From an optimization exercise on the open Yosys and OpenROAD flow, aimed at small area and a short achievable clock period; shortcuts taken in it are not production practice. No functional check of the RTL was part of any run shown here.

==> flow/design.v (outline; a module is shown in full before it is edited, if it fits) <==
// module mul_R: 519 lines
// module mul_G: 531 lines
// module mul_B: 594 lines
// module mul_R_ct: 45 lines
// module mul_R_ad: 92 lines
// module mul_G_ct: 45 lines
// module mul_G_ad: 92 lines
// module mul_B_ct: 45 lines
// module mul_B_ad: 92 lines
// module a1_ct31: 61 lines
// module a2_ct31: 61 lines
// module add8: 25 lines
// module add24: 89 lines
// module RGBtoGray: 247 lines
module RGBtoGray (r, g, b, valid_in, clk, rst, grayout, valid_out);
  // ...
==> flow/run.sh <==
#!/bin/bash
# synth_recipe.tcl (not shown) runs the flow's synth.tcl, then flattens the netlist and writes it again
# the make line also repeats each setting of config.mk as NAME=value (left out here)
make -C /OpenROAD-flow-scripts/flow DESIGN_CONFIG=/design/flow/config.mk WORK_HOME=/design/flow/orfs CLKGATE_MAP_FILE= SYNTH_SCRIPT=/design/flow/synth_recipe.tcl finish
==> flow/config.mk <==
export PLATFORM = sky130hd
export DESIGN_NAME = RGBtoGray
export DESIGN_NICKNAME = RGBtoGray
export VERILOG_FILES = /design/flow/design.v
export SDC_FILE = /design/flow/constraint.sdc
export NUM_CORES = 4
export LEC_CHECK = 0
export ABC_AREA = 1
export CAP_MARGIN = 20
export CORE_MARGIN = 2
export CORE_UTILIZATION = 40
export PLACE_DENSITY = 0.6
export SLEW_MARGIN = 20
==> flow/constraint.sdc <==
create_clock -name core_clock -period 12.0 [get_ports {clk}]
set_input_delay 2.4000 -clock core_clock [delete_from_list [all_inputs] [get_ports {clk}]]
set_output_delay 2.4000 -clock core_clock [all_outputs]
set_load 0.01 [all_outputs]
==> run notes, run 1 <==
- DR pass1 iterations: 5
- Sink Count: 563
- Met2 Resource Use GR: between 30% and 40%
- Worst path bufs/invs: 3
- Avg Cell Area, Syn: between 8 and 9 um^2
- Sequential share of the synthesized area: between 20% and 30%
- DP Wirelength: roughly 79000 um
- List of most frequent post-synthesis cells: nand2_1 (1037), inv_1 (805), dfxtp_1 (563), fa_1 (499), nand3_1 (401)
- Slew Limit Headroom: between 30% and 40%
- Inverters: around 820
- Remaining DRCs: 0
- Multi-input gate share of total cell area: a little under three fifths
- Final hold vios: 0
- Met1 usage: between 20 and 30%
- Status: timing/DRC/antenna clean
- Worst reg2reg startpoint: b_q1[17]
- Setup-failing EPs final: 0
- WS Path Type: reg2reg
- Met2 wire len: roughly 43000 um
- Post-synthesis adder-cell area fraction: around a third
- Worst-case clock buffer depth: 3
- Cell family with most CP delay: adder cells
- Number of I/O pins: roughly 130
==> run 2: changes to the inputs <==
--- a/flow/design.v
+++ b/flow/design.v
@@ -1,9 +1,9 @@
-module mul_R(input [22:0] f, output [24:0] p);
+module mul_R(input [22:0] f, output [24:0] ha, output [24:0] hb, output cl);
   wire [22:0] fn = ~f;
   wire w1;
   wire w2;
   assign {w2,w1} = f[21] + f[17];
   wire w3;
   wire w4;
   assign {w4,w3} = f[22] + f[18] + fn[16];
   wire w5;
@@ -507,22 +507,22 @@
   wire w337;
   wire w338;
   assign {w338,w337} = w266 + f[21] + f[19];
   wire w339;
   wire w340;
   assign {w340,w339} = f[22] + f[20] + 1'b1;
   wire [47:0] ra = {1'b0,1'b1,f[22],w340,w338,w336,w334,w332,w330,w328,w326,w324,w322,w320,w318,w316,w314,w312,w310,w308,w306,w304,w302,w300,w298,w296,w294,w292,w290,w288,w286,w284,w282,w280,w278,w276,w274,w272,w270,w268,w267,fn[6],fn[5],fn[4],fn[3],fn[2],fn[1],fn[0]};
   wire [47:0] rb = {1'b0,1'b0,1'b0,f[21],w339,w337,w335,w333,w331,w329,w327,w325,w323,w321,w319,w317,w315,w313,w311,w309,w307,w305,w303,w301,w299,w297,w295,w293,w291,w289,w287,w285,w283,w281,w279,w277,w275,w273,w271,w269,f[0],f[3],f[2],f[1],f[0],1'b0,1'b0,1'b1};
-  wire cl;
+  wire [22:0] cs;
   mul_R_ct ulo(.a(ra[22:0]), .b(rb[22:0]), .ci(1'b0), .co(cl));
-  wire chi;
-  mul_R_ad uhi(.a(ra[47:23]), .b(rb[47:23]), .ci(cl), .s(p), .co(chi));
+  assign ha = ra[47:23];
+  assign hb = rb[47:23];
 endmodule
-module mul_G(input [22:0] f, output [24:0] p);
+module mul_G(input [22:0] f, output [24:0] ha, output [24:0] hb, output cl);
   wire [22:0] fn = ~f;
   wire w1;
   wire w2;
   assign {w2,w1} = f[22] + f[18];
   wire w3;
   wire w4;
   assign {w4,w3} = f[19] + fn[17] + fn[15];
   wire w5;
@@ -1038,22 +1038,22 @@
   wire w345;
   wire w346;
   assign {w346,w345} = w272 + w273 + 1'b1;
   wire w347;
   wire w348;
   assign {w348,w347} = w274 + f[22] + f[20];
   wire [47:0] ra = {1'b0,1'b1,f[22],w348,w346,w344,w342,w340,w338,w336,w334,w332,w330,w328,w326,w324,w322,w320,w318,w316,w314,w312,w310,w308,w306,w304,w302,w300,w298,w296,w294,w292,w290,w288,w286,w284,w282,w280,w278,w276,w275,f[5],f[4],f[3],f[2],f[1],f[0],1'b0};
   wire [47:0] rb = {1'b0,1'b0,1'b0,f[21],w347,w345,w343,w341,w339,w337,w335,w333,w331,w329,w327,w325,w323,w321,w319,w317,w315,w313,w311,w309,w307,w305,w303,w301,w299,w297,w295,w293,w291,w289,w287,w285,w283,w281,w279,w277,1'b1,f[1],f[0],1'b0,1'b0,1'b0,1'b0,1'b0};
-  wire cl;
+  wire [22:0] cs;
   mul_G_ct ulo(.a(ra[22:0]), .b(rb[22:0]), .ci(1'b0), .co(cl));
-  wire chi;
-  mul_G_ad uhi(.a(ra[47:23]), .b(rb[47:23]), .ci(cl), .s(p), .co(chi));
+  assign ha = ra[47:23];
+  assign hb = rb[47:23];
 endmodule
-module mul_B(input [22:0] f, output [24:0] p);
+module mul_B(input [22:0] f, output [24:0] ha, output [24:0] hb, output cl);
   wire [22:0] fn = ~f;
   wire w1;
   wire w2;
   assign {w2,w1} = f[21] + f[19] + f[17];
   wire w3;
   wire w4;
   assign {w4,w3} = f[22] + f[20] + f[18];
   wire w5;
@@ -1632,20 +1632,20 @@
   wire w387;
   wire w388;
   assign {w388,w387} = w308 + w309 + 1'b1;
   wire w389;
   wire w390;
   assign {w390,w389} = w310 + fn[22] + f[19];
   wire [47:0] ra = {1'b0,f[22],f[21],w390,w388,w386,w384,w382,w380,w378,w376,w374,w372,w370,w368,w366,w364,w362,w360,w358,w356,w354,w352,w350,w348,w346,w344,w342,w340,w338,w336,w334,w332,w330,w328,w326,w324,w322,w320,w318,w316,w314,w312,w311,f[3],f[2],f[1],f[0]};
   wire [47:0] rb = {1'b0,1'b1,1'b1,f[20],w389,w387,w385,w383,w381,w379,w377,w375,w373,w371,w369,w367,w365,w363,w361,w359,w357,w355,w353,w351,w349,w347,w345,w343,w341,w339,w337,w335,w333,w331,w329,w327,w325,w323,w321,w319,w317,w315,w313,f[0],f[1],f[0],1'b0,1'b0};
-  wire cl;
+  wire [22:0] cs;
   mul_B_ct ulo(.a(ra[22:0]), .b(rb[22:0]), .ci(1'b0), .co(cl));
-  wire chi;
-  mul_B_ad uhi(.a(ra[47:23]), .b(rb[47:23]), .ci(cl), .s(p), .co(chi));
+  assign ha = ra[47:23];
+  assign hb = rb[47:23];
 endmodule
 module mul_R_ct(input [22:0] a, input [22:0] b, input ci, output co);
   wire [22:0] p = a ^ b;
   wire [22:0] g = a & b;
   wire G0c = g[0] | (p[0] & ci);
   wire T1 = g[1] | (p[1] & G0c);
   wire T2 = g[3] | (p[3] & g[2]);
   wire Q2 = p[3] & p[2];
@@ -1682,108 +1682,16 @@
   wire T19 = T15 | (Q15 & T14);
   wire Q19 = Q15 & Q14;
   wire T20 = T17 | (Q17 & T16);
   wire Q20 = Q17 & Q16;
   wire T21 = T19 | (Q19 & T18);
   wire T22 = T20 | (Q20 & T21);
   assign co = T22;
 endmodule
-module mul_R_ad(input [24:0] a, input [24:0] b, input ci, output [24:0] s, output co);
-  wire [24:0] p = a ^ b;
-  wire [24:0] g = a & b;
-  wire G0c = g[0] | (p[0] & ci);
-  wire G1 = g[1] | (p[1] & G0c);
-  wire G2 = g[3] | (p[3] & g[2]);
-  wire P2 = p[3] & p[2];
-  wire G3 = g[5] | (p[5] & g[4]);
-  wire P3 = p[5] & p[4];
-  wire G4 = g[7] | (p[7] & g[6]);
-  wire P4 = p[7] & p[6];
-  wire G5 = g[9] | (p[9] & g[8]);
-  wire P5 = p[9] & p[8];
-  wire G6 = g[11] | (p[11] & g[10]);
-  wire P6 = p[11] & p[10];
-  wire G7 = g[13] | (p[13] & g[12]);
-  wire P7 = p[13] & p[12];
-  wire G8 = g[15] | (p[15] & g[14]);
-  wire P8 = p[15] & p[14];
-  wire G9 = g[17] | (p[17] & g[16]);
-  wire P9 = p[17] & p[16];
-  wire G10 = g[19] | (p[19] & g[18]);
-  wire P10 = p[19] & p[18];
-  wire G11 = g[21] | (p[21] & g[20]);
-  wire P11 = p[21] & p[20];
-  wire G12 = g[23] | (p[23] & g[22]);
-  wire P12 = p[23] & p[22];
-  wire G13 = g[2] | (p[2] & G1);
-  wire G14 = G2 | (P2 & G1);
-  wire G15 = g[6] | (p[6] & G3);
-  wire P15 = p[6] & P3;
-  wire G16 = G4 | (P4 & G3);
-  wire P16 = P4 & P3;
-  wire G17 = g[10] | (p[10] & G5);
-  wire P17 = p[10] & P5;
-  wire G18 = G6 | (P6 & G5);
-  wire P18 = P6 & P5;
-  wire G19 = g[14] | (p[14] & G7);
-  wire P19 = p[14] & P7;
-  wire G20 = G8 | (P8 & G7);
-  wire P20 = P8 & P7;
-  wire G21 = g[18] | (p[18] & G9);
-  wire P21 = p[18] & P9;
-  wire G22 = G10 | (P10 & G9);
-  wire P22 = P10 & P9;
-  wire G23 = g[22] | (p[22] & G11);
-  wire P23 = p[22] & P11;
-  wire G24 = G12 | (P12 & G11);
-  wire P24 = P12 & P11;
-  wire G25 = g[4] | (p[4] & G14);
-  wire G26 = G3 | (P3 & G14);
-  wire G27 = G15 | (P15 & G14);
-  wire G28 = G16 | (P16 & G14);
-  wire G29 = g[12] | (p[12] & G18);
-  wire P29 = p[12] & P18;
-  wire G30 = G7 | (P7 & G18);
-  wire P30 = P7 & P18;
-  wire G31 = G19 | (P19 & G18);
-  wire P31 = P19 & P18;
-  wire G32 = G20 | (P20 & G18);
-  wire P32 = P20 & P18;
-  wire G33 = g[20] | (p[20] & G22);
-  wire P33 = p[20] & P22;
-  wire G34 = G11 | (P11 & G22);
-  wire P34 = P11 & P22;
-  wire G35 = G23 | (P23 & G22);
-  wire P35 = P23 & P22;
-  wire G36 = G24 | (P24 & G22);
-  wire P36 = P24 & P22;
-  wire G37 = g[8] | (p[8] & G28);
-  wire G38 = G5 | (P5 & G28);
-  wire G39 = G17 | (P17 & G28);
-  wire G40 = G18 | (P18 & G28);
-  wire G41 = G29 | (P29 & G28);
-  wire G42 = G30 | (P30 & G28);
-  wire G43 = G31 | (P31 & G28);
-  wire G44 = G32 | (P32 & G28);
-  wire G45 = g[24] | (p[24] & G36);
-  wire P45 = p[24] & P36;
-  wire G46 = g[16] | (p[16] & G44);
-  wire G47 = G9 | (P9 & G44);
-  wire G48 = G21 | (P21 & G44);
-  wire G49 = G22 | (P22 & G44);
-  wire G50 = G33 | (P33 & G44);
-  wire G51 = G34 | (P34 & G44);
-  wire G52 = G35 | (P35 & G44);
-  wire G53 = G36 | (P36 & G44);
-  wire G54 = G45 | (P45 & G44);
-  wire [24:0] c = {G53,G52,G51,G50,G49,G48,G47,G46,G44,G43,G42,G41,G40,G39,G38,G37,G28,G27,G26,G25,G14,G13,G1,G0c,ci};
-  assign s = p ^ c;
-  assign co = G54;
-endmodule
 module mul_G_ct(input [22:0] a, input [22:0] b, input ci, output co);
   wire [22:0] p = a ^ b;
   wire [22:0] g = a & b;
   wire G0c = g[0] | (p[0] & ci);
   wire T1 = g[1] | (p[1] & G0c);
   wire T2 = g[3] | (p[3] & g[2]);
   wire Q2 = p[3] & p[2];
   wire T3 = g[5] | (p[5] & g[4]);
@@ -1819,108 +1727,16 @@
   wire T19 = T15 | (Q15 & T14);
   wire Q19 = Q15 & Q14;
   wire T20 = T17 | (Q17 & T16);
   wire Q20 = Q17 & Q16;
   wire T21 = T19 | (Q19 & T18);
   wire T22 = T20 | (Q20 & T21);
   assign co = T22;
 endmodule
-module mul_G_ad(input [24:0] a, input [24:0] b, input ci, output [24:0] s, output co);
-  wire [24:0] p = a ^ b;
-  wire [24:0] g = a & b;
-  wire G0c = g[0] | (p[0] & ci);
-  wire G1 = g[1] | (p[1] & G0c);
-  wire G2 = g[3] | (p[3] & g[2]);
-  wire P2 = p[3] & p[2];
-  wire G3 = g[5] | (p[5] & g[4]);
-  wire P3 = p[5] & p[4];
-  wire G4 = g[7] | (p[7] & g[6]);
-  wire P4 = p[7] & p[6];
-  wire G5 = g[9] | (p[9] & g[8]);
-  wire P5 = p[9] & p[8];
-  wire G6 = g[11] | (p[11] & g[10]);
-  wire P6 = p[11] & p[10];
-  wire G7 = g[13] | (p[13] & g[12]);
-  wire P7 = p[13] & p[12];
-  wire G8 = g[15] | (p[15] & g[14]);
-  wire P8 = p[15] & p[14];
-  wire G9 = g[17] | (p[17] & g[16]);
-  wire P9 = p[17] & p[16];
-  wire G10 = g[19] | (p[19] & g[18]);
-  wire P10 = p[19] & p[18];
-  wire G11 = g[21] | (p[21] & g[20]);
-  wire P11 = p[21] & p[20];
-  wire G12 = g[23] | (p[23] & g[22]);
-  wire P12 = p[23] & p[22];
-  wire G13 = g[2] | (p[2] & G1);
-  wire G14 = G2 | (P2 & G1);
-  wire G15 = g[6] | (p[6] & G3);
-  wire P15 = p[6] & P3;
-  wire G16 = G4 | (P4 & G3);
-  wire P16 = P4 & P3;
-  wire G17 = g[10] | (p[10] & G5);
-  wire P17 = p[10] & P5;
-  wire G18 = G6 | (P6 & G5);
-  wire P18 = P6 & P5;
-  wire G19 = g[14] | (p[14] & G7);
-  wire P19 = p[14] & P7;
-  wire G20 = G8 | (P8 & G7);
-  wire P20 = P8 & P7;
-  wire G21 = g[18] | (p[18] & G9);
-  wire P21 = p[18] & P9;
-  wire G22 = G10 | (P10 & G9);
-  wire P22 = P10 & P9;
-  wire G23 = g[22] | (p[22] & G11);
-  wire P23 = p[22] & P11;
-  wire G24 = G12 | (P12 & G11);
-  wire P24 = P12 & P11;
-  wire G25 = g[4] | (p[4] & G14);
-  wire G26 = G3 | (P3 & G14);
-  wire G27 = G15 | (P15 & G14);
-  wire G28 = G16 | (P16 & G14);
-  wire G29 = g[12] | (p[12] & G18);
-  wire P29 = p[12] & P18;
-  wire G30 = G7 | (P7 & G18);
-  wire P30 = P7 & P18;
-  wire G31 = G19 | (P19 & G18);
-  wire P31 = P19 & P18;
-  wire G32 = G20 | (P20 & G18);
-  wire P32 = P20 & P18;
-  wire G33 = g[20] | (p[20] & G22);
-  wire P33 = p[20] & P22;
-  wire G34 = G11 | (P11 & G22);
-  wire P34 = P11 & P22;
-  wire G35 = G23 | (P23 & G22);
-  wire P35 = P23 & P22;
-  wire G36 = G24 | (P24 & G22);
-  wire P36 = P24 & P22;
-  wire G37 = g[8] | (p[8] & G28);
-  wire G38 = G5 | (P5 & G28);
-  wire G39 = G17 | (P17 & G28);
-  wire G40 = G18 | (P18 & G28);
-  wire G41 = G29 | (P29 & G28);
-  wire G42 = G30 | (P30 & G28);
-  wire G43 = G31 | (P31 & G28);
-  wire G44 = G32 | (P32 & G28);
-  wire G45 = g[24] | (p[24] & G36);
-  wire P45 = p[24] & P36;
-  wire G46 = g[16] | (p[16] & G44);
-  wire G47 = G9 | (P9 & G44);
-  wire G48 = G21 | (P21 & G44);
-  wire G49 = G22 | (P22 & G44);
-  wire G50 = G33 | (P33 & G44);
-  wire G51 = G34 | (P34 & G44);
-  wire G52 = G35 | (P35 & G44);
-  wire G53 = G36 | (P36 & G44);
-  wire G54 = G45 | (P45 & G44);
-  wire [24:0] c = {G53,G52,G51,G50,G49,G48,G47,G46,G44,G43,G42,G41,G40,G39,G38,G37,G28,G27,G26,G25,G14,G13,G1,G0c,ci};
-  assign s = p ^ c;
-  assign co = G54;
-endmodule
 module mul_B_ct(input [22:0] a, input [22:0] b, input ci, output co);
   wire [22:0] p = a ^ b;
   wire [22:0] g = a & b;
   wire G0c = g[0] | (p[0] & ci);
   wire T1 = g[1] | (p[1] & G0c);
   wire T2 = g[3] | (p[3] & g[2]);
   wire Q2 = p[3] & p[2];
   wire T3 = g[5] | (p[5] & g[4]);
@@ -1956,17 +1772,17 @@
   wire T19 = T15 | (Q15 & T14);
   wire Q19 = Q15 & Q14;
   wire T20 = T17 | (Q17 & T16);
   wire Q20 = Q17 & Q16;
   wire T21 = T19 | (Q19 & T18);
   wire T22 = T20 | (Q20 & T21);
   assign co = T22;
 endmodule
-module mul_B_ad(input [24:0] a, input [24:0] b, input ci, output [24:0] s, output co);
+module add25(input [24:0] a, input [24:0] b, input ci, output [24:0] s, output co);
   wire [24:0] p = a ^ b;
   wire [24:0] g = a & b;
   wire G0c = g[0] | (p[0] & ci);
   wire G1 = g[1] | (p[1] & G0c);
   wire G2 = g[3] | (p[3] & g[2]);
   wire P2 = p[3] & p[2];
   wire G3 = g[5] | (p[5] & g[4]);
   wire P3 = p[5] & p[4];
@@ -2048,19 +1864,19 @@
   wire G51 = G34 | (P34 & G44);
   wire G52 = G35 | (P35 & G44);
   wire G53 = G36 | (P36 & G44);
   wire G54 = G45 | (P45 & G44);
   wire [24:0] c = {G53,G52,G51,G50,G49,G48,G47,G46,G44,G43,G42,G41,G40,G39,G38,G37,G28,G27,G26,G25,G14,G13,G1,G0c,ci};
   assign s = p ^ c;
   assign co = G54;
 endmodule
-module a1_ct31(input [30:0] a, input [30:0] b, input ci, output co);
-  wire [30:0] p = a ^ b;
-  wire [30:0] g = a & b;
+module a1_ct23(input [22:0] a, input [22:0] b, input ci, output co);
+  wire [22:0] p = a ^ b;
+  wire [22:0] g = a & b;
   wire G0c = g[0] | (p[0] & ci);
   wire T1 = g[1] | (p[1] & G0c);
   wire T2 = g[3] | (p[3] & g[2]);
   wire Q2 = p[3] & p[2];
   wire T3 = g[5] | (p[5] & g[4]);
   wire Q3 = p[5] & p[4];
   wire T4 = g[7] | (p[7] & g[6]);
   wire Q4 = p[7] & p[6];
@@ -2073,55 +1889,39 @@
   wire T8 = g[15] | (p[15] & g[14]);
   wire Q8 = p[15] & p[14];
   wire T9 = g[17] | (p[17] & g[16]);
   wire Q9 = p[17] & p[16];
   wire T10 = g[19] | (p[19] & g[18]);
   wire Q10 = p[19] & p[18];
   wire T11 = g[21] | (p[21] & g[20]);
   wire Q11 = p[21] & p[20];
-  wire T12 = g[23] | (p[23] & g[22]);
-  wire Q12 = p[23] & p[22];
-  wire T13 = g[25] | (p[25] & g[24]);
-  wire Q13 = p[25] & p[24];
-  wire T14 = g[27] | (p[27] & g[26]);
-  wire Q14 = p[27] & p[26];
-  wire T15 = g[29] | (p[29] & g[28]);
-  wire Q15 = p[29] & p[28];
-  wire T16 = T2 | (Q2 & T1);
-  wire T17 = T4 | (Q4 & T3);
-  wire Q17 = Q4 & Q3;
-  wire T18 = T6 | (Q6 & T5);
-  wire Q18 = Q6 & Q5;
-  wire T19 = T8 | (Q8 & T7);
-  wire Q19 = Q8 & Q7;
-  wire T20 = T10 | (Q10 & T9);
-  wire Q20 = Q10 & Q9;
-  wire T21 = T12 | (Q12 & T11);
-  wire Q21 = Q12 & Q11;
-  wire T22 = T14 | (Q14 & T13);
-  wire Q22 = Q14 & Q13;
-  wire T23 = g[30] | (p[30] & T15);
-  wire Q23 = p[30] & Q15;
-  wire T24 = T17 | (Q17 & T16);
-  wire T25 = T19 | (Q19 & T18);
-  wire Q25 = Q19 & Q18;
-  wire T26 = T21 | (Q21 & T20);
-  wire Q26 = Q21 & Q20;
-  wire T27 = T23 | (Q23 & T22);
-  wire Q27 = Q23 & Q22;
-  wire T28 = T25 | (Q25 & T24);
-  wire T29 = T27 | (Q27 & T26);
-  wire Q29 = Q27 & Q26;
-  wire T30 = T29 | (Q29 & T28);
-  assign co = T30;
+  wire T12 = T2 | (Q2 & T1);
+  wire T13 = T4 | (Q4 & T3);
+  wire Q13 = Q4 & Q3;
+  wire T14 = T6 | (Q6 & T5);
+  wire Q14 = Q6 & Q5;
+  wire T15 = T8 | (Q8 & T7);
+  wire Q15 = Q8 & Q7;
+  wire T16 = T10 | (Q10 & T9);
+  wire Q16 = Q10 & Q9;
+  wire T17 = g[22] | (p[22] & T11);
+  wire Q17 = p[22] & Q11;
+  wire T18 = T13 | (Q13 & T12);
+  wire T19 = T15 | (Q15 & T14);
+  wire Q19 = Q15 & Q14;
+  wire T20 = T17 | (Q17 & T16);
+  wire Q20 = Q17 & Q16;
+  wire T21 = T19 | (Q19 & T18);
+  wire T22 = T20 | (Q20 & T21);
+  assign co = T22;
 endmodule
-module a2_ct31(input [30:0] a, input [30:0] b, input ci, output co);
-  wire [30:0] p = a ^ b;
-  wire [30:0] g = a & b;
+module a2_ct23(input [22:0] a, input [22:0] b, input ci, output co);
+  wire [22:0] p = a ^ b;
+  wire [22:0] g = a & b;
   wire G0c = g[0] | (p[0] & ci);
   wire T1 = g[1] | (p[1] & G0c);
   wire T2 = g[3] | (p[3] & g[2]);
   wire Q2 = p[3] & p[2];
   wire T3 = g[5] | (p[5] & g[4]);
   wire Q3 = p[5] & p[4];
   wire T4 = g[7] | (p[7] & g[6]);
   wire Q4 = p[7] & p[6];
@@ -2134,51 +1934,35 @@
   wire T8 = g[15] | (p[15] & g[14]);
   wire Q8 = p[15] & p[14];
   wire T9 = g[17] | (p[17] & g[16]);
   wire Q9 = p[17] & p[16];
   wire T10 = g[19] | (p[19] & g[18]);
   wire Q10 = p[19] & p[18];
   wire T11 = g[21] | (p[21] & g[20]);
   wire Q11 = p[21] & p[20];
-  wire T12 = g[23] | (p[23] & g[22]);
-  wire Q12 = p[23] & p[22];
-  wire T13 = g[25] | (p[25] & g[24]);
-  wire Q13 = p[25] & p[24];
-  wire T14 = g[27] | (p[27] & g[26]);
-  wire Q14 = p[27] & p[26];
-  wire T15 = g[29] | (p[29] & g[28]);
-  wire Q15 = p[29] & p[28];
-  wire T16 = T2 | (Q2 & T1);
-  wire T17 = T4 | (Q4 & T3);
-  wire Q17 = Q4 & Q3;
-  wire T18 = T6 | (Q6 & T5);
-  wire Q18 = Q6 & Q5;
-  wire T19 = T8 | (Q8 & T7);
-  wire Q19 = Q8 & Q7;
-  wire T20 = T10 | (Q10 & T9);
-  wire Q20 = Q10 & Q9;
-  wire T21 = T12 | (Q12 & T11);
-  wire Q21 = Q12 & Q11;
-  wire T22 = T14 | (Q14 & T13);
-  wire Q22 = Q14 & Q13;
-  wire T23 = g[30] | (p[30] & T15);
-  wire Q23 = p[30] & Q15;
-  wire T24 = T17 | (Q17 & T16);
-  wire T25 = T19 | (Q19 & T18);
-  wire Q25 = Q19 & Q18;
-  wire T26 = T21 | (Q21 & T20);
-  wire Q26 = Q21 & Q20;
-  wire T27 = T23 | (Q23 & T22);
-  wire Q27 = Q23 & Q22;
-  wire T28 = T25 | (Q25 & T24);
-  wire T29 = T27 | (Q27 & T26);
-  wire Q29 = Q27 & Q26;
-  wire T30 = T29 | (Q29 & T28);
-  assign co = T30;
+  wire T12 = T2 | (Q2 & T1);
+  wire T13 = T4 | (Q4 & T3);
+  wire Q13 = Q4 & Q3;
+  wire T14 = T6 | (Q6 & T5);
+  wire Q14 = Q6 & Q5;
+  wire T15 = T8 | (Q8 & T7);
+  wire Q15 = Q8 & Q7;
+  wire T16 = T10 | (Q10 & T9);
+  wire Q16 = Q10 & Q9;
+  wire T17 = g[22] | (p[22] & T11);
+  wire Q17 = p[22] & Q11;
+  wire T18 = T13 | (Q13 & T12);
+  wire T19 = T15 | (Q15 & T14);
+  wire Q19 = Q15 & Q14;
+  wire T20 = T17 | (Q17 & T16);
+  wire Q20 = Q17 & Q16;
+  wire T21 = T19 | (Q19 & T18);
+  wire T22 = T20 | (Q20 & T21);
+  assign co = T22;
 endmodule
 module add8(input [7:0] a, input [7:0] b, input ci, output [7:0] s, output co);
   wire [7:0] p = a ^ b;
   wire [7:0] g = a & b;
   wire G0c = g[0] | (p[0] & ci);
   wire G1 = g[1] | (p[1] & G0c);
   wire G2 = g[3] | (p[3] & g[2]);
   wire P2 = p[3] & p[2];
@@ -2295,43 +2079,55 @@
   output [31:0] grayout;
   output valid_out;
   reg [31:0] r_q1;
   always @(posedge clk) r_q1 <= r;
   reg [31:0] g_q1;
   always @(posedge clk) g_q1 <= g;
   reg [31:0] b_q1;
   always @(posedge clk) b_q1 <= b;
-  wire [24:0] pR;
-  mul_R umR(.f(r_q1[22:0]), .p(pR));
-  wire hR = (r_q1[22:0] >= 23'd5639165);
+  wire [24:0] haR, hbR; wire clR;
+  mul_R umR(.f(r_q1[22:0]), .ha(haR), .hb(hbR), .cl(clR));
+  wire [0:0] hR = (r_q1[22:0] >= 23'd5639165);
   wire [7:0] eR = r_q1[30:23] + 8'd254 + {7'd0, hR};
-  wire [22:0] fR = hR ? pR[23:1] : pR[22:0];
   wire [0:0] sR = r_q1[31];
   wire [0:0] ziR = (r_q1[30:23] == 8'd0);
-  wire [24:0] pG;
-  mul_G umG(.f(g_q1[22:0]), .p(pG));
-  wire hG = (g_q1[22:0] >= 23'd5902036);
+  wire [24:0] haG, hbG; wire clG;
+  mul_G umG(.f(g_q1[22:0]), .ha(haG), .hb(hbG), .cl(clG));
+  wire [0:0] hG = (g_q1[22:0] >= 23'd5902036);
   wire [7:0] eG = g_q1[30:23] + 8'd255 + {7'd0, hG};
-  wire [22:0] fG = hG ? pG[23:1] : pG[22:0];
   wire [0:0] sG = g_q1[31];
   wire [0:0] ziG = (g_q1[30:23] == 8'd0);
-  wire [24:0] pB;
-  mul_B umB(.f(b_q1[22:0]), .p(pB));
-  wire hB = (b_q1[22:0] >= 23'd809428);
+  wire [24:0] haB, hbB; wire clB;
+  mul_B umB(.f(b_q1[22:0]), .ha(haB), .hb(hbB), .cl(clB));
+  wire [0:0] hB = (b_q1[22:0] >= 23'd809428);
   wire [7:0] eB = b_q1[30:23] + 8'd252 + {7'd0, hB};
-  wire [22:0] fB = hB ? pB[23:1] : pB[22:0];
   wire [0:0] sB = b_q1[31];
   wire [0:0] ziB = (b_q1[30:23] == 8'd0);
   wire [0:0] zR = ziR | (eR == 8'd0);
   wire [0:0] zG = ziG | (eG == 8'd0);
+  wire [7:0] a1_dxy, a1_dyx; wire a1_cxy, a1_cyx;
+  add8 a1_usxy(.a(eG), .b(~eR), .ci(1'b1), .s(a1_dxy), .co(a1_cxy));
+  add8 a1_usyx(.a(eR), .b(~eG), .ci(1'b1), .s(a1_dyx), .co(a1_cyx));
+  wire [0:0] a1_exlt = ~a1_cxy;
+  wire [0:0] a1_eq = a1_cxy & a1_cyx;
+  wire [7:0] a1_d = ~a1_cxy ? a1_dyx : a1_dxy;
+  wire [0:0] zB = ziB | (eB == 8'd0);
+  wire [24:0] pR; wire pcR;
+  add25 uadR(.a(haR), .b(hbR), .ci(clR), .s(pR), .co(pcR));
+  wire [22:0] fR = hR ? pR[23:1] : pR[22:0];
+  wire [24:0] pG; wire pcG;
+  add25 uadG(.a(haG), .b(hbG), .ci(clG), .s(pG), .co(pcG));
+  wire [22:0] fG = hG ? pG[23:1] : pG[22:0];
+  wire [24:0] pB; wire pcB;
+  add25 uadB(.a(haB), .b(hbB), .ci(clB), .s(pB), .co(pcB));
+  wire [22:0] fB = hB ? pB[23:1] : pB[22:0];
   wire [0:0] sB2 = ziB ? 1'b0 : sB;
   wire [7:0] eB2 = ziB ? 8'd0 : eB;
   wire [22:0] fB2 = ziB ? 23'd0 : fB;
-  wire [0:0] zB = ziB | (eB == 8'd0);
   reg [0:0] sR_q2;
   always @(posedge clk) sR_q2 <= sR;
   reg [7:0] eR_q2;
   always @(posedge clk) eR_q2 <= eR;
   reg [22:0] fR_q2;
   always @(posedge clk) fR_q2 <= fR;
   reg [0:0] zR_q2;
   always @(posedge clk) zR_q2 <= zR;
@@ -2346,193 +2142,165 @@
   reg [0:0] sB2_q2;
   always @(posedge clk) sB2_q2 <= sB2;
   reg [7:0] eB2_q2;
   always @(posedge clk) eB2_q2 <= eB2;
   reg [22:0] fB2_q2;
   always @(posedge clk) fB2_q2 <= fB2;
   reg [0:0] zB_q2;
   always @(posedge clk) zB_q2 <= zB;
-  wire a1_cmpc;
-  a1_ct31 a1_ucmp(.a({eG_q2, fG_q2}), .b(~{eR_q2, fR_q2}), .ci(1'b1), .co(a1_cmpc));
-  wire [0:0] a1_ybig = ~zR_q2 & (zG_q2 | ~a1_cmpc);
-  wire [7:0] a1_dxy, a1_dyx; wire a1_cxy, a1_cyx;
-  add8 a1_usxy(.a(eG_q2), .b(~eR_q2), .ci(1'b1), .s(a1_dxy), .co(a1_cxy));
-  add8 a1_usyx(.a(eR_q2), .b(~eG_q2), .ci(1'b1), .s(a1_dyx), .co(a1_cyx));
-  wire [7:0] a1_d = ~a1_cxy ? a1_dyx : a1_dxy;
-  wire [7:0] a1_el = a1_ybig ? eR_q2 : eG_q2;
-  wire [22:0] a1_fl = a1_ybig ? fR_q2 : fG_q2;
-  wire [22:0] a1_fs = a1_ybig ? fG_q2 : fR_q2;
-  wire [0:0] a1_sl = a1_ybig ? sR_q2 : sG_q2;
-  wire [0:0] a1_sub = sG_q2 ^ sR_q2;
-  wire [0:0] a1_zxy = zG_q2 & zR_q2;
+  reg [7:0] a1_d_q2;
+  always @(posedge clk) a1_d_q2 <= a1_d;
+  reg [0:0] a1_exlt_q2;
+  always @(posedge clk) a1_exlt_q2 <= a1_exlt;
+  reg [0:0] a1_eq_q2;
+  always @(posedge clk) a1_eq_q2 <= a1_eq;
+  wire [0:0] a1_sely = ~zR_q2 & (zG_q2 | a1_exlt_q2);
+  wire [7:0] a1_el = a1_sely ? eR_q2 : eG_q2;
+  wire [22:0] a1_flE = a1_sely ? fR_q2 : fG_q2;
+  wire [22:0] a1_fsE = a1_sely ? fG_q2 : fR_q2;
   wire [0:0] a1_nz = ~zG_q2 & ~zR_q2;
-  wire [0:0] a1_kill = zG_q2 | zR_q2 | (a1_d[7:5] != 3'd0) | (a1_d[4:3] == 2'b11);
-  wire [23:0] a1_a0 = {1'b1, a1_fs};
-  wire [23:0] a1_a1 = a1_d[0] ? {1'b0, a1_a0[23:1]} : a1_a0;
-  wire [23:0] a1_a2 = a1_d[1] ? {2'b0, a1_a1[23:2]} : a1_a1;
-  wire [23:0] a1_a3 = a1_d[2] ? {4'b0, a1_a2[23:4]} : a1_a2;
-  wire [23:0] a1_a4 = a1_d[3] ? {8'b0, a1_a3[23:8]} : a1_a3;
-  wire [23:0] a1_a5 = a1_d[4] ? {16'b0, a1_a4[23:16]} : a1_a4;
-  wire [23:0] a1_ms = a1_kill ? 24'd0 : a1_a5;
+  wire [0:0] a1_zxy = zG_q2 & zR_q2;
+  wire a1_fxge;
+  a1_ct23 a1_ucmp(.a(fG_q2), .b(~fR_q2), .ci(1'b1), .co(a1_fxge));
+  wire [0:0] a1_swm = a1_nz & a1_eq_q2 & ~a1_fxge;
+  wire [0:0] a1_sl = (a1_sely | a1_swm) ? sR_q2 : sG_q2;
+  wire [0:0] a1_sub = sG_q2 ^ sR_q2;
+  wire [0:0] a1_kill = zG_q2 | zR_q2 | (a1_d_q2[7:5] != 3'd0) | (a1_d_q2[4:3] == 2'b11);
+  wire [23:0] a1_a0 = {1'b1, a1_fsE};
+  wire [23:0] a1_a1 = a1_d_q2[0] ? {1'b0, a1_a0[23:1]} : a1_a0;
+  wire [23:0] a1_a2 = a1_d_q2[1] ? {2'b0, a1_a1[23:2]} : a1_a1;
+  wire [23:0] a1_a3 = a1_d_q2[2] ? {4'b0, a1_a2[23:4]} : a1_a2;
+  wire [23:0] a1_a4 = a1_d_q2[3] ? {8'b0, a1_a3[23:8]} : a1_a3;
+  wire [23:0] a1_a5 = a1_d_q2[4] ? {16'b0, a1_a4[23:16]} : a1_a4;
+  wire [23:0] a1_msE = a1_kill ? 24'd0 : a1_a5;
+  wire [22:0] a1_fl = a1_swm ? a1_msE[22:0] : a1_flE;
+  wire [23:0] a1_ms = a1_swm ? {1'b1, a1_flE} : a1_msE;
+  wire [23:0] a1_ma; wire a1_mc;
+  add24 a1_uadd(.a({1'b1, a1_fl}), .b(a1_ms ^ {24{a1_sub}}), .ci(a1_sub), .s(a1_ma), .co(a1_mc));
+  wire [24:0] a1_m = {a1_mc & ~a1_sub, a1_ma};
   reg [7:0] a1_el_q3;
   always @(posedge clk) a1_el_q3 <= a1_el;
-  reg [22:0] a1_fl_q3;
-  always @(posedge clk) a1_fl_q3 <= a1_fl;
-  reg [23:0] a1_ms_q3;
-  always @(posedge clk) a1_ms_q3 <= a1_ms;
+  reg [24:0] a1_m_q3;
+  always @(posedge clk) a1_m_q3 <= a1_m;
   reg [0:0] a1_sl_q3;
   always @(posedge clk) a1_sl_q3 <= a1_sl;
-  reg [0:0] a1_sub_q3;
-  always @(posedge clk) a1_sub_q3 <= a1_sub;
   reg [0:0] a1_zxy_q3;
   always @(posedge clk) a1_zxy_q3 <= a1_zxy;
   reg [0:0] a1_nz_q3;
   always @(posedge clk) a1_nz_q3 <= a1_nz;
   reg [0:0] sB2_q3;
   always @(posedge clk) sB2_q3 <= sB2_q2;
   reg [7:0] eB2_q3;
   always @(posedge clk) eB2_q3 <= eB2_q2;
   reg [22:0] fB2_q3;
   always @(posedge clk) fB2_q3 <= fB2_q2;
   reg [0:0] zB_q3;
   always @(posedge clk) zB_q3 <= zB_q2;
-  wire [23:0] a1_ma; wire a1_mc;
-  add24 a1_uadd(.a({1'b1, a1_fl_q3}), .b(a1_ms_q3 ^ {24{a1_sub_q3}}), .ci(a1_sub_q3), .s(a1_ma), .co(a1_mc));
-  wire [24:0] a1_m = {a1_mc & ~a1_sub_q3, a1_ma};
-  wire [23:0] a1_n0 = a1_m[23:0];
+  wire [23:0] a1_n0 = a1_m_q3[23:0];
   wire a1_z16 = (a1_n0[23:8] == 16'd0);
   wire [23:0] a1_n1 = a1_z16 ? {a1_n0[7:0], 16'd0} : a1_n0;
   wire a1_z8 = (a1_n1[23:16] == 8'd0);
   wire [23:0] a1_n2 = a1_z8 ? {a1_n1[15:0], 8'd0} : a1_n1;
   wire a1_z4 = (a1_n2[23:20] == 4'd0);
   wire [23:0] a1_n3 = a1_z4 ? {a1_n2[19:0], 4'd0} : a1_n2;
   wire a1_z2 = (a1_n3[23:22] == 2'd0);
   wire [23:0] a1_n4 = a1_z2 ? {a1_n3[21:0], 2'd0} : a1_n3;
   wire a1_z1 = ~a1_n4[23];
   wire [23:0] a1_n5 = a1_z1 ? {a1_n4[22:0], 1'b0} : a1_n4;
-  wire [0:0] a1_mz = ~a1_m[24] & ~a1_n4[23] & ~a1_n4[22];
-  wire [22:0] a1_fo = a1_m[24] ? a1_m[23:1] : a1_n5[22:0];
-  wire [7:0] a1_lzn = a1_m[24] ? 8'd0 : {3'b111, ~a1_z16, ~a1_z8, ~a1_z4, ~a1_z2, ~a1_z1};
-  reg [7:0] a1_el_q4;
-  always @(posedge clk) a1_el_q4 <= a1_el_q3;
-  reg [7:0] a1_lzn_q4;
-  always @(posedge clk) a1_lzn_q4 <= a1_lzn;
-  reg [22:0] a1_fo_q4;
-  always @(posedge clk) a1_fo_q4 <= a1_fo;
-  reg [0:0] a1_mz_q4;
-  always @(posedge clk) a1_mz_q4 <= a1_mz;
-  reg [0:0] a1_sl_q4;
-  always @(posedge clk) a1_sl_q4 <= a1_sl_q3;
-  reg [0:0] a1_zxy_q4;
-  always @(posedge clk) a1_zxy_q4 <= a1_zxy_q3;
-  reg [0:0] a1_nz_q4;
-  always @(posedge clk) a1_nz_q4 <= a1_nz_q3;
+  wire [0:0] a1_mz = ~a1_m_q3[24] & ~a1_n4[23] & ~a1_n4[22];
+  wire [22:0] a1_fo = a1_m_q3[24] ? a1_m_q3[23:1] : a1_n5[22:0];
+  wire [7:0] a1_lzn = a1_m_q3[24] ? 8'd0 : {3'b111, ~a1_z16, ~a1_z8, ~a1_z4, ~a1_z2, ~a1_z1};
+  wire [7:0] a1_eadd; wire a1_eco;
+  add8 a1_uexp(.a(a1_el_q3), .b(a1_lzn), .ci(1'b1), .s(a1_eadd), .co(a1_eco));
+  wire [7:0] a1_eo = a1_mz ? 8'd0 : a1_eadd;
+  wire [0:0] a1_so = a1_mz ? 1'b0 : a1_sl_q3;
+  wire [22:0] a1_fo2 = a1_fo;
+  wire [0:0] a1_zo = a1_zxy_q3 | (a1_nz_q3 & (a1_eo == 8'd0));
+  wire [7:0] a2_dxy, a2_dyx; wire a2_cxy, a2_cyx;
+  add8 a2_usxy(.a(eB2_q3), .b(~a1_eo), .ci(1'b1), .s(a2_dxy), .co(a2_cxy));
+  add8 a2_usyx(.a(a1_eo), .b(~eB2_q3), .ci(1'b1), .s(a2_dyx), .co(a2_cyx));
+  wire [0:0] a2_exlt = ~a2_cxy;
+  wire [0:0] a2_eq = a2_cxy & a2_cyx;
+  wire [7:0] a2_d = ~a2_cxy ? a2_dyx : a2_dxy;
+  reg [0:0] a1_so_q4;
+  always @(posedge clk) a1_so_q4 <= a1_so;
+  reg [7:0] a1_eo_q4;
+  always @(posedge clk) a1_eo_q4 <= a1_eo;
+  reg [22:0] a1_fo2_q4;
+  always @(posedge clk) a1_fo2_q4 <= a1_fo2;
+  reg [0:0] a1_zo_q4;
+  always @(posedge clk) a1_zo_q4 <= a1_zo;
   reg [0:0] sB2_q4;
   always @(posedge clk) sB2_q4 <= sB2_q3;
   reg [7:0] eB2_q4;
   always @(posedge clk) eB2_q4 <= eB2_q3;
   reg [22:0] fB2_q4;
   always @(posedge clk) fB2_q4 <= fB2_q3;
   reg [0:0] zB_q4;
   always @(posedge clk) zB_q4 <= zB_q3;
-  wire [7:0] a1_eadd; wire a1_eco;
-  add8 a1_uexp(.a(a1_el_q4), .b(a1_lzn_q4), .ci(1'b1), .s(a1_eadd), .co(a1_eco));
-  wire [7:0] a1_eo = a1_mz_q4 ? 8'd0 : a1_eadd;
-  wire [0:0] a1_so = a1_mz_q4 ? 1'b0 : a1_sl_q4;
-  wire [22:0] a1_fo2 = a1_fo_q4;
-  wire [0:0] a1_zo = a1_zxy_q4 | (a1_nz_q4 & (a1_eo == 8'd0));
-  reg [0:0] a1_so_q5;
-  always @(posedge clk) a1_so_q5 <= a1_so;
-  reg [7:0] a1_eo_q5;
-  always @(posedge clk) a1_eo_q5 <= a1_eo;
-  reg [22:0] a1_fo2_q5;
-  always @(posedge clk) a1_fo2_q5 <= a1_fo2;
-  reg [0:0] a1_zo_q5;
-  always @(posedge clk) a1_zo_q5 <= a1_zo;
-  reg [0:0] sB2_q5;
-  always @(posedge clk) sB2_q5 <= sB2_q4;
-  reg [7:0] eB2_q5;
-  always @(posedge clk) eB2_q5 <= eB2_q4;
-  reg [22:0] fB2_q5;
-  always @(posedge clk) fB2_q5 <= fB2_q4;
-  reg [0:0] zB_q5;
-  always @(posedge clk) zB_q5 <= zB_q4;
-  wire a2_cmpc;
-  a2_ct31 a2_ucmp(.a({eB2_q5, fB2_q5}), .b(~{a1_eo_q5, a1_fo2_q5}), .ci(1'b1), .co(a2_cmpc));
-  wire [0:0] a2_ybig = ~a1_zo_q5 & (zB_q5 | ~a2_cmpc);
-  wire [7:0] a2_dxy, a2_dyx; wire a2_cxy, a2_cyx;
-  add8 a2_usxy(.a(eB2_q5), .b(~a1_eo_q5), .ci(1'b1), .s(a2_dxy), .co(a2_cxy));
-  add8 a2_usyx(.a(a1_eo_q5), .b(~eB2_q5), .ci(1'b1), .s(a2_dyx), .co(a2_cyx));
-  wire [7:0] a2_d = ~a2_cxy ? a2_dyx : a2_dxy;
-  wire [7:0] a2_el = a2_ybig ? a1_eo_q5 : eB2_q5;
-  wire [22:0] a2_fl = a2_ybig ? a1_fo2_q5 : fB2_q5;
-  wire [22:0] a2_fs = a2_ybig ? fB2_q5 : a1_fo2_q5;
-  wire [0:0] a2_sl = a2_ybig ? a1_so_q5 : sB2_q5;
-  wire [0:0] a2_sub = sB2_q5 ^ a1_so_q5;
-  wire [0:0] a2_zxy = zB_q5 & a1_zo_q5;
-  wire [0:0] a2_nz = ~zB_q5 & ~a1_zo_q5;
-  wire [0:0] a2_kill = zB_q5 | a1_zo_q5 | (a2_d[7:5] != 3'd0) | (a2_d[4:3] == 2'b11);
-  wire [23:0] a2_a0 = {1'b1, a2_fs};
-  wire [23:0] a2_a1 = a2_d[0] ? {1'b0, a2_a0[23:1]} : a2_a0;
-  wire [23:0] a2_a2 = a2_d[1] ? {2'b0, a2_a1[23:2]} : a2_a1;
-  wire [23:0] a2_a3 = a2_d[2] ? {4'b0, a2_a2[23:4]} : a2_a2;
-  wire [23:0] a2_a4 = a2_d[3] ? {8'b0, a2_a3[23:8]} : a2_a3;
-  wire [23:0] a2_a5 = a2_d[4] ? {16'b0, a2_a4[23:16]} : a2_a4;
-  wire [23:0] a2_ms = a2_kill ? 24'd0 : a2_a5;
-  reg [7:0] a2_el_q6;
-  always @(posedge clk) a2_el_q6 <= a2_el;
-  reg [22:0] a2_fl_q6;
-  always @(posedge clk) a2_fl_q6 <= a2_fl;
-  reg [23:0] a2_ms_q6;
-  always @(posedge clk) a2_ms_q6 <= a2_ms;
-  reg [0:0] a2_sl_q6;
-  always @(posedge clk) a2_sl_q6 <= a2_sl;
-  reg [0:0] a2_sub_q6;
-  always @(posedge clk) a2_sub_q6 <= a2_sub;
-  reg [0:0] a2_zxy_q6;
-  always @(posedge clk) a2_zxy_q6 <= a2_zxy;
-  reg [0:0] a2_nz_q6;
-  always @(posedge clk) a2_nz_q6 <= a2_nz;
+  reg [7:0] a2_d_q4;
+  always @(posedge clk) a2_d_q4 <= a2_d;
+  reg [0:0] a2_exlt_q4;
+  always @(posedge clk) a2_exlt_q4 <= a2_exlt;
+  reg [0:0] a2_eq_q4;
+  always @(posedge clk) a2_eq_q4 <= a2_eq;
+  wire [0:0] a2_sely = ~a1_zo_q4 & (zB_q4 | a2_exlt_q4);
+  wire [7:0] a2_el = a2_sely ? a1_eo_q4 : eB2_q4;
+  wire [22:0] a2_flE = a2_sely ? a1_fo2_q4 : fB2_q4;
+  wire [22:0] a2_fsE = a2_sely ? fB2_q4 : a1_fo2_q4;
+  wire [0:0] a2_nz = ~zB_q4 & ~a1_zo_q4;
+  wire [0:0] a2_zxy = zB_q4 & a1_zo_q4;
+  wire a2_fxge;
+  a2_ct23 a2_ucmp(.a(fB2_q4), .b(~a1_fo2_q4), .ci(1'b1), .co(a2_fxge));
+  wire [0:0] a2_swm = a2_nz & a2_eq_q4 & ~a2_fxge;
+  wire [0:0] a2_sl = (a2_sely | a2_swm) ? a1_so_q4 : sB2_q4;
+  wire [0:0] a2_sub = sB2_q4 ^ a1_so_q4;
+  wire [0:0] a2_kill = zB_q4 | a1_zo_q4 | (a2_d_q4[7:5] != 3'd0) | (a2_d_q4[4:3] == 2'b11);
+  wire [23:0] a2_a0 = {1'b1, a2_fsE};
+  wire [23:0] a2_a1 = a2_d_q4[0] ? {1'b0, a2_a0[23:1]} : a2_a0;
+  wire [23:0] a2_a2 = a2_d_q4[1] ? {2'b0, a2_a1[23:2]} : a2_a1;
+  wire [23:0] a2_a3 = a2_d_q4[2] ? {4'b0, a2_a2[23:4]} : a2_a2;
+  wire [23:0] a2_a4 = a2_d_q4[3] ? {8'b0, a2_a3[23:8]} : a2_a3;
+  wire [23:0] a2_a5 = a2_d_q4[4] ? {16'b0, a2_a4[23:16]} : a2_a4;
+  wire [23:0] a2_msE = a2_kill ? 24'd0 : a2_a5;
+  wire [22:0] a2_fl = a2_swm ? a2_msE[22:0] : a2_flE;
+  wire [23:0] a2_ms = a2_swm ? {1'b1, a2_flE} : a2_msE;
   wire [23:0] a2_ma; wire a2_mc;
-  add24 a2_uadd(.a({1'b1, a2_fl_q6}), .b(a2_ms_q6 ^ {24{a2_sub_q6}}), .ci(a2_sub_q6), .s(a2_ma), .co(a2_mc));
-  wire [24:0] a2_m = {a2_mc & ~a2_sub_q6, a2_ma};
-  wire [23:0] a2_n0 = a2_m[23:0];
+  add24 a2_uadd(.a({1'b1, a2_fl}), .b(a2_ms ^ {24{a2_sub}}), .ci(a2_sub), .s(a2_ma), .co(a2_mc));
+  wire [24:0] a2_m = {a2_mc & ~a2_sub, a2_ma};
+  reg [7:0] a2_el_q5;
+  always @(posedge clk) a2_el_q5 <= a2_el;
+  reg [24:0] a2_m_q5;
+  always @(posedge clk) a2_m_q5 <= a2_m;
+  reg [0:0] a2_sl_q5;
+  always @(posedge clk) a2_sl_q5 <= a2_sl;
+  reg [0:0] a2_zxy_q5;
+  always @(posedge clk) a2_zxy_q5 <= a2_zxy;
+  reg [0:0] a2_nz_q5;
+  always @(posedge clk) a2_nz_q5 <= a2_nz;
+  wire [23:0] a2_n0 = a2_m_q5[23:0];
   wire a2_z16 = (a2_n0[23:8] == 16'd0);
   wire [23:0] a2_n1 = a2_z16 ? {a2_n0[7:0], 16'd0} : a2_n0;
   wire a2_z8 = (a2_n1[23:16] == 8'd0);
   wire [23:0] a2_n2 = a2_z8 ? {a2_n1[15:0], 8'd0} : a2_n1;
   wire a2_z4 = (a2_n2[23:20] == 4'd0);
   wire [23:0] a2_n3 = a2_z4 ? {a2_n2[19:0], 4'd0} : a2_n2;
   wire a2_z2 = (a2_n3[23:22] == 2'd0);
   wire [23:0] a2_n4 = a2_z2 ? {a2_n3[21:0], 2'd0} : a2_n3;
   wire a2_z1 = ~a2_n4[23];
   wire [23:0] a2_n5 = a2_z1 ? {a2_n4[22:0], 1'b0} : a2_n4;
-  wire [0:0] a2_mz = ~a2_m[24] & ~a2_n4[23] & ~a2_n4[22];
-  wire [22:0] a2_fo = a2_m[24] ? a2_m[23:1] : a2_n5[22:0];
-  wire [7:0] a2_lzn = a2_m[24] ? 8'd0 : {3'b111, ~a2_z16, ~a2_z8, ~a2_z4, ~a2_z2, ~a2_z1};
-  reg [7:0] a2_el_q7;
-  always @(posedge clk) a2_el_q7 <= a2_el_q6;
-  reg [7:0] a2_lzn_q7;
-  always @(posedge clk) a2_lzn_q7 <= a2_lzn;
-  reg [22:0] a2_fo_q7;
-  always @(posedge clk) a2_fo_q7 <= a2_fo;
-  reg [0:0] a2_mz_q7;
-  always @(posedge clk) a2_mz_q7 <= a2_mz;
-  reg [0:0] a2_sl_q7;
-  always @(posedge clk) a2_sl_q7 <= a2_sl_q6;
-  reg [0:0] a2_zxy_q7;
-  always @(posedge clk) a2_zxy_q7 <= a2_zxy_q6;
-  reg [0:0] a2_nz_q7;
-  always @(posedge clk) a2_nz_q7 <= a2_nz_q6;
+  wire [0:0] a2_mz = ~a2_m_q5[24] & ~a2_n4[23] & ~a2_n4[22];
+  wire [22:0] a2_fo = a2_m_q5[24] ? a2_m_q5[23:1] : a2_n5[22:0];
+  wire [7:0] a2_lzn = a2_m_q5[24] ? 8'd0 : {3'b111, ~a2_z16, ~a2_z8, ~a2_z4, ~a2_z2, ~a2_z1};
   wire [7:0] a2_eadd; wire a2_eco;
-  add8 a2_uexp(.a(a2_el_q7), .b(a2_lzn_q7), .ci(1'b1), .s(a2_eadd), .co(a2_eco));
-  wire [7:0] a2_eo = a2_mz_q7 ? 8'd0 : a2_eadd;
-  wire [0:0] a2_so = a2_mz_q7 ? 1'b0 : a2_sl_q7;
-  wire [22:0] a2_fo2 = a2_fo_q7;
+  add8 a2_uexp(.a(a2_el_q5), .b(a2_lzn), .ci(1'b1), .s(a2_eadd), .co(a2_eco));
+  wire [7:0] a2_eo = a2_mz ? 8'd0 : a2_eadd;
+  wire [0:0] a2_so = a2_mz ? 1'b0 : a2_sl_q5;
+  wire [22:0] a2_fo2 = a2_fo;
   wire [31:0] gout = {a2_so, a2_eo, a2_fo2};
-  reg [31:0] gout_q8;
-  always @(posedge clk) gout_q8 <= gout;
-  assign grayout = gout_q8;
-  reg [7:0] vp;
-  always @(posedge clk) vp <= rst ? 8'd0 : {vp[6:0], valid_in};
-  assign valid_out = vp[7];
+  reg [31:0] gout_q6;
+  always @(posedge clk) gout_q6 <= gout;
+  assign grayout = gout_q6;
+  reg [5:0] vp;
+  always @(posedge clk) vp <= rst ? 6'd0 : {vp[4:0], valid_in};
+  assign valid_out = vp[5];
 endmodule
==> flow/flow/run.sh (new file) <==
#!/bin/bash
set -euo pipefail
bash standard.sh SETUP_SLACK_MARGIN=7.5 finish > standard_flow.log 2>&1
==> flow/standard.sh (new file) <==
#!/bin/bash
# synth_recipe.tcl (not shown) runs the flow's synth.tcl, then flattens the netlist and writes it again
# the make line also repeats each setting of config.mk as NAME=value (left out here)
make -C /OpenROAD-flow-scripts/flow DESIGN_CONFIG=/design/flow/config.mk WORK_HOME=/design/flow/orfs CLKGATE_MAP_FILE= SYNTH_SCRIPT=/design/flow/synth_recipe.tcl "${@:-finish}"
removed: flow/run.sh
==> run notes, run 2 <==
- Total gr overflow: 0
- Startpoint Class: register
- Initial antenna violation count: 0
- Synth top area share: between 20% and 30%
- Yosys Warn Count: 1
- Htree depth: 2
- Worst-margin pin slew: between 800 and 900 ps
- Worst path bufs/invs: 3 (unchanged)
- Sequential share of the synthesized area: 22.5% (-5.3 points)
- Mapped Cells: about 4500
- Most common cell in the netlist: nand2_1
- Crit path capture type: register
- Remaining DRCs: 0 (unchanged)
- Top FF cell, synth: dfxtp_1
- Worst-case clock buffer depth: 3 (unchanged)
- Register area: 8680 um^2
- Maximum fanout along the worst path: 4
- CP dominant cell by count: fa_2
- Setup_tns: 0 ps
- CTS tree: done
- DP Wirelength: 79300 um (+0.75%)
- Cell family with most CP delay: adder cells
- Post-route clock skew: approximately 37 ps
- Antenna Nets Post-Route: 0
- RSZ-0062 raised after global routing: yes
- Commonest non-fill, non-tap cell in the layout: nand2_1
- Largest net degree at the start of global routing: 52
- List of most frequent post-synthesis cells: nand2_1 (910), inv_1 (821), fa_1 (499), dfxtp_1 (422), o21ai_0 (382)
- Pre-CTS WS: ~5500 ps
- Setup-failing EPs final: 0 (unchanged)
- Syn nets: between 5000 and 6000
- Fill count: approximately 9000
- Core area: slightly above 90000 um^2
- Post-synthesis cell area: roughly 38000 um^2
- Port Buffers: around 130
- Clock latency on the worst-skew pair: about 650 ps
- Vias in the first global route: 29700
- Gr usage total: 21.0%
- DR WL/cell: between 15 and 20 um
- Area of the multi-input gates: 27400 um^2
- Root Buffer: clkbuf_16
- Fraction of layout cells with a size suffix above 1: about a fifth
- Fin crit period: 5920 ps
- Most frequent cells in the layout: nand2_1 (827), inv_1 (743), fa_1 (464), dfxtp_1 (337), ha_1 (316)
- DR iter-0 viols: roughly 1800
- Post-synth EDFFs: 0
- Slew Limit Headroom: 40.2% (+3.8 points)
- Distinct cells, synth: 57
- CP required: between 10000 and 15000 ps
- Max-slew violation count: 0
- CP arrival: ~6500 ps
- Status: timing/DRC/antenna clean
- Clock slew at reported path FFs: ~60 ps
- Vias: 30100
- Sink Count: 422 (-25%)
- Largest stage delay on the critical path: 600 ps
- Synth Register Bits: between 400 and 500
- Worst min path class: reg2reg
- Initial core utilization: 40.3%
- Routed wire length: about 100000 um
- Die Ht: 311 um
- Antenna diode count: 0
- Final-stage net count: just under 6000
- Final hold vios: 0 (unchanged)
- Fraction of registers with async set/reset: 0%
- Area contributors post-synth: fa_1 (27%), dfxtp_1 (22%), ha_1 (11%)
- Period utilisation layout: between 40% and 50%
- Die area: 96400 um^2
- Num rows: 112
- Number of I/O pins: 132 (unchanged)
- Vias/cell: approximately 5
- Chip Width: just over 300 um
- Avg Cell Area, Syn: 8.36 um^2 (-2.8%)
- Slowest CP cell: fa_2
- Top cell type by total area after synthesis: fa_1
- WS Path Type: reg2reg
- Layout Utilization: between 50% and 60%
- Num CTS Buffers: 50
- Final Wtd Congestion: roughly 0.94
- Maximum clock frequency: 169 MHz
- Global-route wire length before repair: 161000 um
- Max-cap violation count: 0
- Syn-to-layout area delta: 24.9%
- Final worst slack: around 6100 ps
- DR pass1 iterations: 6 (+1)
## run 2: cell count changes after synthesis, moves of 16 or more
cell / previous run / this run
nand3_1: 401 / 117
o21ai_0: 182 / 382
dfxtp_1: 563 / 422
nand2_1: 1037 / 910
a21oi_1: 159 / 200
xor2_1: 104 / 138
o211ai_1: 7 / 38
nor2_1: 202 / 228
mux2i_1: 0 / 19
clkbuf_1: 75 / 92
inv_1: 805 / 821
## run 2: worst paths after layout
path,depth (start not counted),from,slack [ps],end
max,27,b_q1[21],6080,fB2_q2[17]
min,0,eB2_q2[1],330,eB2_q3[1]
max reg2reg,27,b_q1[21],6080,fB2_q2[17]
min reg2reg,0,eB2_q2[1],330,eB2_q3[1]
## run 2: logic make-up (layout without fill, tap and decap cells)
family | count (synthesis) | after routing | synth area share (%)
simple gates | 1363 | 1368 | 14.8
xor+xnor | 166 | 166 | 3.87
mux | 35 | 35 | 0.986
buf+inv | 963 | 1357 | 9.81
compound gates | 712 | 712 | 10.3
fa+ha+maj | 835 | 835 | 37.8
flops | 422 | 422 | 22.5
## run 2: repair_timing
action / in CTS / in global routing
gates resized for setup: 332 / 363
pin swaps: 137 / 189
endpoints found under the setup margin: 128 / 111
cloned: 17 / 11
setup buffers: 131 / 133
hold buffers: 0 / 0
## run 2: area by class of cell
| type | count | area share, % |
|---|---|---|
| clock inverter | 32 | 0.893 |
| timing repair inverter | 6 | 0.0800 |
| multi-input combinational | 3116 | 58.3 |
| clock buffer | 59 | 2.91 |
| tap | 1254 | 3.34 |
| timing repair buffer | 423 | 8.76 |
| inverter | 837 | 7.23 |
| sequential | 422 | 18.5 |
## run 2: metal layers
metal | vias up | part of all wire, % | track usage (%) | wire length (um)
met3 | 164 | 5.4 | 3.24 | 5610
met5 | - | 0 | 0 | 0
met1 | 14400 | 44 | 28.0 | 46100
met2 | 783 | 47 | 35.1 | 49400
met4 | 0 | 3.3 | 6.50 | 3500
li1 | 14700 | - | - | -
## run 2: stage by stage
stage / hold slack, ps / area, um^2 / std cells
after CTS: 317 / 44400 / 6005
after global routing: 329 / 46900 / 6149
after detailed placement: 312 / 40400 / 5766
final: 325 / 46900 / 6149
after floorplan: 310 / 38000 / 4496
after global placement: 311 / 40400 / 5766
==> run 3: changes to the inputs <==
==> flow/run.sh (new file) <==
#!/bin/bash
# synth_recipe.tcl (not shown) runs the flow's synth.tcl, then flattens the netlist and writes it again
# the make line also repeats each setting of config.mk as NAME=value (left out here)
make -C /OpenROAD-flow-scripts/flow DESIGN_CONFIG=/design/flow/config.mk WORK_HOME=/design/flow/orfs CLKGATE_MAP_FILE= SYNTH_SCRIPT=/design/flow/synth_recipe.tcl finish
removed: flow/flow/run.sh
removed: flow/standard.sh
==> run notes, run 3 <==
- Distinct cells, synth: 57 (unchanged)
- Setup-failing EPs final: 0 (unchanged)
- Fin Hold WS: 306 ps (-19.2 ps)
- Remaining DRCs: 0 (unchanged)
- RSZ-0062 raised after global routing: no
- Worst-margin pin slew: 873 ps (-23.6 ps)
- Area contributors post-synth: fa_1 (27%), dfxtp_1 (22%), ha_1 (11%)
- Routed wire length: 95500 um (-8.7%)
- Post-route clock skew: 29.7 ps (-6.88 ps)
- Most frequent cells in the layout: nand2_1 (910), inv_1 (821), fa_1 (499), dfxtp_1 (422), o21ai_0 (382)
- Fraction of layout cells with a size suffix above 1: 3.71% (-16 points)
- Startpoint Class: register
- Commonest non-fill, non-tap cell in the layout: nand2_1
- Setup bufs post-CTS: 0 (-100%)
- Crit path capture type: register
- Avg Cell Area, Syn: 8.36 um^2 (unchanged)
- Global-route wire length before repair: 155000 um (-3.7%)
- Core area: 93200 um^2 (unchanged)
- Die Ht: 311 um (unchanged)
- Largest net degree at the start of global routing: 103 (+98%)
- CP required: 12510 ps (-30 ps)
- WS Path Type: reg2reg
- Fraction of registers with async set/reset: 0% (unchanged)
- Pre-CTS WS: 4920 ps (-555 ps)
- DR pass1 iterations: 5 (-1)
- Gr usage total: 20.1% (-0.89 points)
- Fin crit period: 7070 ps (+1160 ps)
- Status: timing/DRC/antenna clean
- Final hold vios: 0 (unchanged)
- Top cell type by total area after synthesis: fa_1
- Maximum fanout along the worst path: 7 (+3)
- Vias: 28100 (-6.4%)
- Final Wtd Congestion: 0.948 (+0.41%)
- Max-cap violation count: 0 (unchanged)
- Htree depth: 2 (unchanged)
- DR iter-0 viols: 1772 (-4.0%)
- Vias/cell: 4.80 (-1.8%)
- Num rows: 112 (unchanged)
- Root Buffer: clkbuf_16
- CTS tree: done
- Clock latency on the worst-skew pair: 640 ps (about the same)
- Final worst slack: 4930 ps (-1160 ps)
- Total gr overflow: 0 (unchanged)
- Hold bufs inserted after CTS: 0 (unchanged)
- Mapped Cells: 4496 (unchanged)
- Post-CTS Resized: 0 (-100%)
- Period utilisation layout: 58.9% (+9.6 points)
- Antenna Nets Post-Route: 0 (unchanged)
- Vias in the first global route: 28600 (-3.9%)
- Setup_tns: 0 ps (unchanged)
- Syn nets: 5430 (unchanged)
- Synth Register Bits: 422 (unchanged)
- Top FF cell, synth: dfxtp_1
- Chip Width: 311 um (unchanged)
- Post-synth EDFFs: 0 (unchanged)
- Most common cell in the netlist: nand2_1
- Max-slew violation count: 0 (unchanged)
- FF-to-FF setup slack: 4930 ps (-1160 ps)
- CP arrival: 7580 ps (+1120 ps)
- Clock slew at reported path FFs: 60 ps (about the same)
- Num CTS Buffers: 50 (unchanged)
- Slew Limit Headroom: 41.8% (+1.7 points)
- DP Wirelength: 80300 um (+1.3%)
- List of most frequent post-synthesis cells: nand2_1 (910), inv_1 (821), fa_1 (499), dfxtp_1 (422), o21ai_0 (382)
- Synth top area share: 26.6% (unchanged)
- Number of I/O pins: 132 (unchanged)
- Sink Count: 422 (unchanged)
- Final-stage net count: 5499 (-5.0%)
- Slowest CP cell: dfxtp_1
- Largest stage delay on the critical path: 630 ps (+30 ps)
- Antenna diode count: 0 (unchanged)
- CP dominant cell by count: fa_1
- Worst min path class: reg2reg
- Post-synthesis cell area: 37600 um^2 (unchanged)
- Sequential share of the synthesized area: 22.5% (unchanged)
- Port Buffers: 131 (unchanged)
- Worst-case clock buffer depth: 3 (unchanged)
- Die area: 96400 um^2 (unchanged)
- Initial antenna violation count: 0 (unchanged)
- Initial core utilization: 40.3% (unchanged)
- Yosys Warn Count: 1 (unchanged)
- Syn-to-layout area delta: 11.1%
- DR WL/cell: 16.3 um (-4.2%)
- Maximum clock frequency: 141 MHz (-16%)
==> run 3: changes by cell type in the layout (fill, tap and decap cells not counted), moves of 44 or more <==
cell / delta
buf_4: -211
o21ai_0: +126
nand2_2: -66
buf_6: -44
inv_1: +78
o21ai_1: -76
nand2_1: +83
dfxtp_4: -52
dfxtp_1: +85
==> run 3: cells by family (layout without fill, tap and decap cells) <==
logic type,Yosys count,after routing,synth area share [%]
xor+xnor,166,166,3.87
flops,422,422,22.5
compound gates,712,712,10.3
simple gates,1363,1363,14.8
mux,35,35,0.986
buf+inv,963,1073,9.81
fa+ha+maj,835,835,37.8
==> run 3: layout make-up <==
cell class | count | area, um^2
flip-flops and latches | 422 | 8450
multi-input cells | 3111 | 25500
clock buffers | 65 | 1430
well taps | 1254 | 1570
inverters | 837 | 3150
clock inverters | 28 | 283
repair buffers | 143 | 1400
fillers | 9277 | 51400
==> run 3: worst max-delay path, delay by kind of cell (launching register included) <==
family          cells  cell delay [ps]
fa+ha+maj           9             4090
xor+xnor            1              160
simple gates        8              660
compound gates      6             1070
buf+inv             3              360
flops               1              630
==> run 3: path summary, 6_finish.rpt <==
kind,start,endpoint,depth (start not counted)
max reg2reg,b_q1[17],fB2_q2[17],27
min,fB2_q2[15],fB2_q3[15],0
max,b_q1[17],fB2_q2[17],27
min reg2reg,fB2_q2[15],fB2_q3[15],0
==> run 3: per-layer routing <==
metal / vias to the layer above / GRT usage [%] / share of wire [%]
met1: 13300 / 27.3 / 46
met4: 0 / 5.09 / 2.3
met3: 105 / 2.72 / 4.3
met5: - / 0 / 0
met2: 594 / 33.9 / 48
li1: 14200 / - / -
==> run 3: through the flow <==
step | cells | util, % | instance area (um^2)
2_1_floorplan | 4496 | - | 37600
3_3_place_gp | 5767 | 43.0 | 40000
3_5_place_dp | 5767 | 43.0 | 40000
4_1_cts | 5860 | 44.8 | 41800
5_1_grt | 5860 | 44.8 | 41800
6_report | 5860 | 44.8 | 41800

==> static timing again, ports no longer ideal <==
No port has a modelled driver above. Below, the same layouts with a new extraction and two added sets of constraints. Step 1, drivers: a clkbuf_16 drives clk and a buf_2 each remaining input, both assumed. Step 2 also shifts input and output timing later by t, the mid clock arrival at the registers, as if the neighbouring blocks saw the same clock. Three values: no drivers, after step 1, after step 2; two values: the first two.
run	t (ns)	slack for setup (ns)	worst slew at a driven data input, ns
run 1	0.678	4.197 / 4.197 / 4.197	0.06
run 2	0.691	6.082 / 6.082 / 6.082	0.07
run 3	0.687	4.927 / 4.927 / 4.927	0.07
After both steps every run listed still meets setup and hold.
